This is an optimization exercise on Yosys and OpenROAD, whose aim is small area, not a production implementation. In this exercise RTL edits were held to simulation tests only and were not proved equivalent to the original. No driver is modelled on the clock port, so clocking that relies on it looks cheaper here than on a real chip. Power figures rest on the tool's default switching activity, not on a simulated workload.

the previous run:
==> flow/design.v <==
`timescale 1ns / 1ps
module ppu(
	input wire clk,
	input wire rst,
	input wire sync,
	input wire [2:0] mode,
	input wire [7:0] data_i,
	input wire stb_i,
	output reg ack_i,
	output reg [7:0] data_o,
	output reg stb_o,
	input wire ack_o
);
function [11:0] radd;
	input [11:0] a;
	input [11:0] b;
	input        c;
	integer i;
	reg cy;
	begin
		cy = c;
		for (i = 0; i < 12; i = i + 1) begin
			radd[i] = a[i] ^ b[i] ^ cy;
			cy = (a[i] & b[i]) | (cy & (a[i] ^ b[i]));
		end
	end
endfunction
function [7:0] res79;
	input [11:0] x;
	reg [11:0] s, p, q;
	begin
		s = radd({6'b0, x[5:0]}, {6'b0, x[11:6]}, 1'b0);
		p = radd({9'b0, s[2:0]}, {9'b0, s[5:3]}, s[6]);
		q = radd({9'b0, s[2:0]}, {9'b0, ~s[5:3]}, s[6]);
		res79 = {q[3:0], p[3:0]};
	end
endfunction
function odd11;
	input [10:0] x;
	reg [11:0] e;
	reg k;
	begin
		e = radd({7'b0, x[4:0]}, {7'b0, ~x[9:5]}, x[10]);
		k = (e[5:0] >= 6'd9 && e[5:0] <= 6'd19) || (e[5:0] >= 6'd31 && e[5:0] <= 6'd41) || (e[5:0] >= 6'd53);
		odd11 = e[0] ^ k;
	end
endfunction
reg [19:0] ring_line;
reg [9:0] sx;
reg [9:0] sy;
reg frame_alternate;
reg frame_rise;       
reg frame_counter;
reg [9:0] pattern_counter;
wire sx_end = sx[9] & sx[8] & (&sx[4:0]);    
wire sy_end = sy[9] & sy[3] & sy[2];         
always @(posedge clk or negedge rst) begin
	if (!rst) begin
		sx <= 0;
		sy <= 0;
		frame_alternate <= 0;
		frame_rise <= 0;
	end else begin
		frame_rise <= !sync & sx_end & sy_end & !frame_alternate;
		if (sync) begin
			sx <= 0;
			sy <= 0;
			frame_alternate <= 0;
		end else if (sx_end) begin
			sx <= 0;
			if (sy_end) begin
				sy <= 0;
				frame_alternate <= ~frame_alternate;
			end else begin
				sy <= radd({2'b0, sy}, 12'b0, 1'b1);
			end
		end else begin
			sx <= radd({2'b0, sx}, 12'b0, 1'b1);
		end
	end
end
always @(posedge clk or negedge rst) begin
	if (!rst) begin
		frame_counter <= 0;
		pattern_counter <= 0;
	end else begin
		if (frame_rise)
			frame_counter <= ~frame_counter;
		if (sync)
			pattern_counter <= ring_line[19:10];
		else if (frame_rise & frame_counter)
			pattern_counter <= radd({2'b0, pattern_counter}, 12'b0, 1'b1);
	end
end
always @(posedge clk or negedge rst) begin
	if (!rst) begin
		ring_line <= 20'b0;
		ack_i <= 1'b0;
	end else begin
		ack_i <= stb_i;
		if (stb_i)
			ring_line <= {ring_line[11:0], data_i};
	end
end
wire [9:0] pc = pattern_counter;
wire m1 = (mode == 3'd1);
wire m3 = (mode == 3'd3);
wire m4 = (mode == 3'd4);
wire m5 = (mode == 3'd5);
reg [11:0] ysel, pca, xsel;
always @(*) begin
	case (mode[2:1])
		2'b00: ysel = {2'b0, sy};             
		2'b01: ysel = {3'b0, sy[9:1]};        
		default: ysel = mode[0] ? {5'b0, sy[9:3]} : {4'b0, sy[9:2]};  
	endcase
	pca  = m5 ? {4'b0, pc[9:2]} : {2'b0, pc};
	case (mode[2:1])
		2'b00: xsel = {2'b0, sx};             
		2'b01: xsel = {3'b0, sx[9:1]};        
		default: xsel = mode[0] ? {5'b0, sx[9:3]} : {3'b0, sy[9:1]};  
	endcase
end
wire [11:0] ay_f = radd(ysel, pca, 1'b0);
wire [11:0] ax_f = radd(xsel, {2'b0, pc & {10{~m5}}}, 1'b0);
wire [11:0] ky = {10'b0, mode[1], 1'b1};              
wire [11:0] kx = {10'b0, mode[1], ~m5};               
wire [11:0] ay = {1'b0, ay_f[10:0]};
wire [11:0] ax = {1'b0, ax_f[10:0]};
wire [11:0] by_f = radd(ay, ky, 1'b0);
wire [11:0] bx_f = radd(ax, kx, 1'b0);
wire [11:0] by = {1'b0, by_f[10:0]};
wire [11:0] bx = {1'b0, bx_f[10:0]};
wire [11:0] sx2 = {4'b0, sx[9:2]};
wire [11:0] op1 = ay ^ (m4 ? sx2 : ax);
function [10:0] flips;
	input [10:0] a;
	input [1:0]  k;
	integer i;
	reg c;
	begin
		flips[0] = k[0];
		c = a[0] & k[0];
		flips[1] = k[1] ^ c;
		c = (a[1] & k[1]) | (c & (a[1] ^ k[1]));
		for (i = 2; i < 11; i = i + 1) begin
			flips[i] = c;
			c = c & a[i];
		end
	end
endfunction
wire [10:0] op2f = op1[10:0] ^ flips(ay[10:0], ky[1:0]) ^ flips(ax[10:0], kx[1:0]);
wire [11:0] op2 = m4 ? ({ax[10:0], sy[0]} ^ {2'b0, sx}) : {1'b0, op2f};
wire [7:0]  op3 = sy[9:2] ^ sx[9:2];
wire [7:0] q1 = res79(op1);
wire [7:0] q2 = res79(op2);
wire [7:0] q3 = res79({4'b0, op3});
function z7;    
	input [3:0] t;
	z7 = (t == 0) | (t == 7) | (t == 14);
endfunction
function lo7;   
	input [3:0] t;
	lo7 = (t == 0) | (t == 7) | (t == 14) | (t == 1) | (t == 8) | (t == 15);
endfunction
function odd7;  
	input [3:0] t;
	odd7 = (t == 1) | (t == 3) | (t == 5) | (t == 8) | (t == 10) | (t == 12) | (t == 15);
endfunction
function z9;    
	input [3:0] t;
	z9 = (t == 7);
endfunction
function lo9;   
	input [3:0] t;
	lo9 = (t == 7) | (t == 8);
endfunction
wire lo1_1 = lo7(q1[3:0]) & lo9(q1[7:4]);
wire lo1_2 = lo7(q2[3:0]) & lo9(q2[7:4]);
wire fu = odd7(q1[3:0]) | odd11(op1[10:0]);
wire fv = odd7(q2[3:0]) | odd11(op2[10:0]);
reg [2:0] random_pattern;   
reg pixel_pattern_r, pixel_pattern_g, pixel_pattern_b;
wire slot = ~stb_o;   
always @(posedge clk or negedge rst) begin
	if (!rst) begin
		data_o <= 0;
		stb_o <= 0;
		random_pattern <= 0;
		pixel_pattern_r <= 0;
		pixel_pattern_g <= 0;
		pixel_pattern_b <= 0;
	end else if (slot) begin
		stb_o <= 1'b1;
		case (mode)
			3'd0: data_o <= data_i;
			3'd1: data_o[7:2] <= {{2{lo1_1}}, {2{~lo1_1}}, {2{lo1_2}}};
			3'd2: data_o[7:1] <= {{2{sx[5]}}, {2{sx[6]}}, {2{sx[7]}}, 1'b0};
			3'd3: begin
				random_pattern <= {ring_line[4], ring_line[2], ring_line[0]};
				pixel_pattern_r <= fu ^ random_pattern[0];
				pixel_pattern_g <= fu ^ random_pattern[1];
				pixel_pattern_b <= fv ^ random_pattern[2];
				data_o <= {{2{pixel_pattern_r}}, {2{pixel_pattern_g}},
				           {2{pixel_pattern_b}}, 2'b00};
			end
			3'd4: data_o <= {{2{z7(q1[3:0])}}, {2{z7(q2[3:0])}}, {2{z7(q3[3:0])}}, 2'b00};
			3'd5: data_o <= z9(q2[7:4]) ? 8'b01010100 : (z9(q1[7:4]) ? 8'b11100100 : 8'b00000000);
			default: ;
		endcase
	end else if (ack_o) begin
		stb_o <= 1'b0;
	end
end
endmodule
clock: 40.0 ns
lec_check: 0
abc_area: 1
cap_margin: 20
core_margin: 2
core_utilization: 40
slew_margin: 20
standard.sh (not shown) runs the stock make flow with config.mk's settings and CLKGATE_MAP_FILE= SYNTH_SCRIPT=/design/flow/synth_recipe.tcl, a recipe that flattens the netlist after the stock synthesis.
==> flow/flow/run.sh <==
#!/bin/bash
# Standard ORFS layout (standard.sh) with these changes:
#  - after the standard synthesis, the combinational logic is mapped again with
#    a stronger ABC area script (flow/reopt.sh, flow/reopt.abc, which
#    includes a 60-second &deepsyn run); flip-flops and full adders are
#    kept as they are, and the result is proven equivalent with yosys (equiv_*)
#    before it replaces the standard netlist;
#  - port buffers use the smallest buffer cell (buf_1);
#  - before clock tree synthesis, flow/clock_buffer.tcl drives the flip-flops
#    from four clkbuf_8 (one per quadrant of the sinks); CTS then only buffers
#    the clock port's net to those four buffers, with no dummy loads.
# Each tool's output goes to its own log file in this folder.
set -euo pipefail
export BUFFER_PORTS_ARGS="-buffer_cell sky130_fd_sc_hd__buf_1"
export CTS_ARGS="-clk_nets clk -repair_clock_nets -dont_use_dummy_load -buf_list sky130_fd_sc_hd__clkbuf_2"
export PRE_CTS_TCL="$PWD/flow/clock_buffer.tcl"
R=orfs/results/${FLOW_PLATFORM}/ppu/base
bash standard.sh synth > standard_synth.log 2>&1
cp $R/1_2_yosys.v standard_1_2_yosys.v
if bash flow/reopt.sh standard_1_2_yosys.v reopt_1_2_yosys.v reopt; then
  cp reopt_1_2_yosys.v $R/1_2_yosys.v
  echo "reopt: using re-mapped netlist" > reopt_status.log
else
  echo "reopt: failed, keeping the standard netlist" > reopt_status.log
fi
bash standard.sh > standard.log 2>&1
==> flow/flow/clock_buffer.tcl <==
# Before clock tree synthesis: split the clock sinks into four groups (halves
# by x, then each half by y) and drive each group from its own clock buffer
# placed at the group's centre; the clock port then feeds only those buffers.
set block [ord::get_db_block]
set db [ord::get_db]
set master [$db findMaster sky130_fd_sc_hd__clkbuf_8]
set clknet [$block findNet clk]
set sinks {}
foreach it [$clknet getITerms] {
  set loc [[$it getInst] getLocation]
  lappend sinks [list [lindex $loc 0] [lindex $loc 1] $it]
}
set sinks [lsort -integer -index 0 $sinks]
set n [llength $sinks]
set halves [list [lrange $sinks 0 [expr {$n / 2 - 1}]] [lrange $sinks [expr {$n / 2}] end]]
set groups {}
foreach h $halves {
  set h [lsort -integer -index 1 $h]
  set m [llength $h]
  lappend groups [lrange $h 0 [expr {$m / 2 - 1}]] [lrange $h [expr {$m / 2}] end]
}
set g 0
foreach grp $groups {
  set net [odb::dbNet_create $block clknet_g$g]
  $net setSigType CLOCK
  set buf [odb::dbInst_create $block $master clkbuf_g$g]
  set sx 0; set sy 0; set k 0
  foreach s $grp {
    set sx [expr {$sx + [lindex $s 0]}]
    set sy [expr {$sy + [lindex $s 1]}]
    incr k
    set it [lindex $s 2]
    $it disconnect
    $it connect $net
  }
  [$buf findITerm A] connect $clknet
  [$buf findITerm X] connect $net
  $buf setLocation [expr {$sx / $k}] [expr {$sy / $k}]
  $buf setPlacementStatus PLACED
  puts "clock_buffer.tcl: clkbuf_g$g drives $k clock sinks"
  incr g
}
==> flow/flow/reopt.abc <==
strash
dch -f
map -a
mfs2
strash
&get -n
&deepsyn -T 60
&put
dch -f
map -a
mfs2
strash
dch -f
map -a
mfs2
strash
dch -f
map -a
topo
Other scripts of this flow, unchanged in this note and not shown: flow/flow/dont_use.txt, flow/flow/reopt.sh
The previous run completed end to end with timing, DRC and antenna clean.
## Diff of input files: the current run against the previous run
==> flow/flow/run.sh <==
#!/bin/bash
# Standard ORFS layout with three changes:
#  - after the standard synthesis, the combinational logic is mapped again with
#    a stronger ABC area script (flow/reopt.sh); flip-flops and full adders are
#    kept as they are, and the result is proven equivalent with yosys (equiv_*)
#    before it replaces the standard netlist;
#  - port buffers use the smallest buffer cell (buf_1);
#  - clock tree synthesis uses clkbuf_8 and adds no dummy loads.
set -euo pipefail
export BUFFER_PORTS_ARGS="-buffer_cell sky130_fd_sc_hd__buf_1"
export CTS_ARGS="-repair_clock_nets -dont_use_dummy_load -buf_list sky130_fd_sc_hd__clkbuf_8"
R=orfs/results/${FLOW_PLATFORM}/ppu/base
bash standard.sh synth > standard_synth.log 2>&1
cp $R/1_2_yosys.v standard_1_2_yosys.v
if bash flow/reopt.sh standard_1_2_yosys.v reopt_1_2_yosys.v reopt; then
  cp reopt_1_2_yosys.v $R/1_2_yosys.v
  echo "reopt: using re-mapped netlist" > reopt_status.log
else
  echo "reopt: failed, keeping the standard netlist" > reopt_status.log
fi
bash standard.sh > standard.log 2>&1
==> flow/flow/reopt.abc <==
strash
dch -f
map -a
mfs2
strash
dch -f
map -a
mfs2
strash
dch -f
map -a
mfs2
strash
dch -f
map -a
mfs2
strash
dch -f
map -a
topo
removed: flow/flow/clock_buffer.tcl
Max insertion delay of the later-clocked pin in the worst-skew pair across the current run and the previous run: the previous run. The current run vs. the previous run: area after synthesis higher, final critical path time including I/O delays and setup lower. Going from the previous run to the current run, critical path depth up 1, global-route usage flat, logic gate share of total power down 0.7 points, first-pass GRT wire length up about 4.7%, total wirelength of the detailed-routed design up about 4%. Routed wire length on met2 went up by a few percent going from the previous run to the current run.

==> static timing again, ports no longer ideal <==
No port has a modelled driver above. Below, the same layouts with a new extraction and two added sets of constraints. Step 1 assumes that a clkbuf_16 drives the clock port and a buf_2 every other input. Step 2, shift: input delay + t, output delay - t, t = (earliest + latest rising clock arrival at the registers) / 2. This alone moves slack from input paths to output paths. Slacks: ideal / step 1 / step 2; pairs: ideal / step 1.
run | shift t [ns] | slack for setup (ns) | worst slew at a driven data input, ns
the previous run | 0.499 | 21.643 / 21.648 / 21.149 | 0.03
the current run | 0.371 | 21.842 / 21.854 / 21.483 | 0.03
After both steps setup and hold are still met in every run listed. The setup slack of the previous run, which loses most, moves by +0.005 ns with the drivers and by -0.494 ns with both steps.
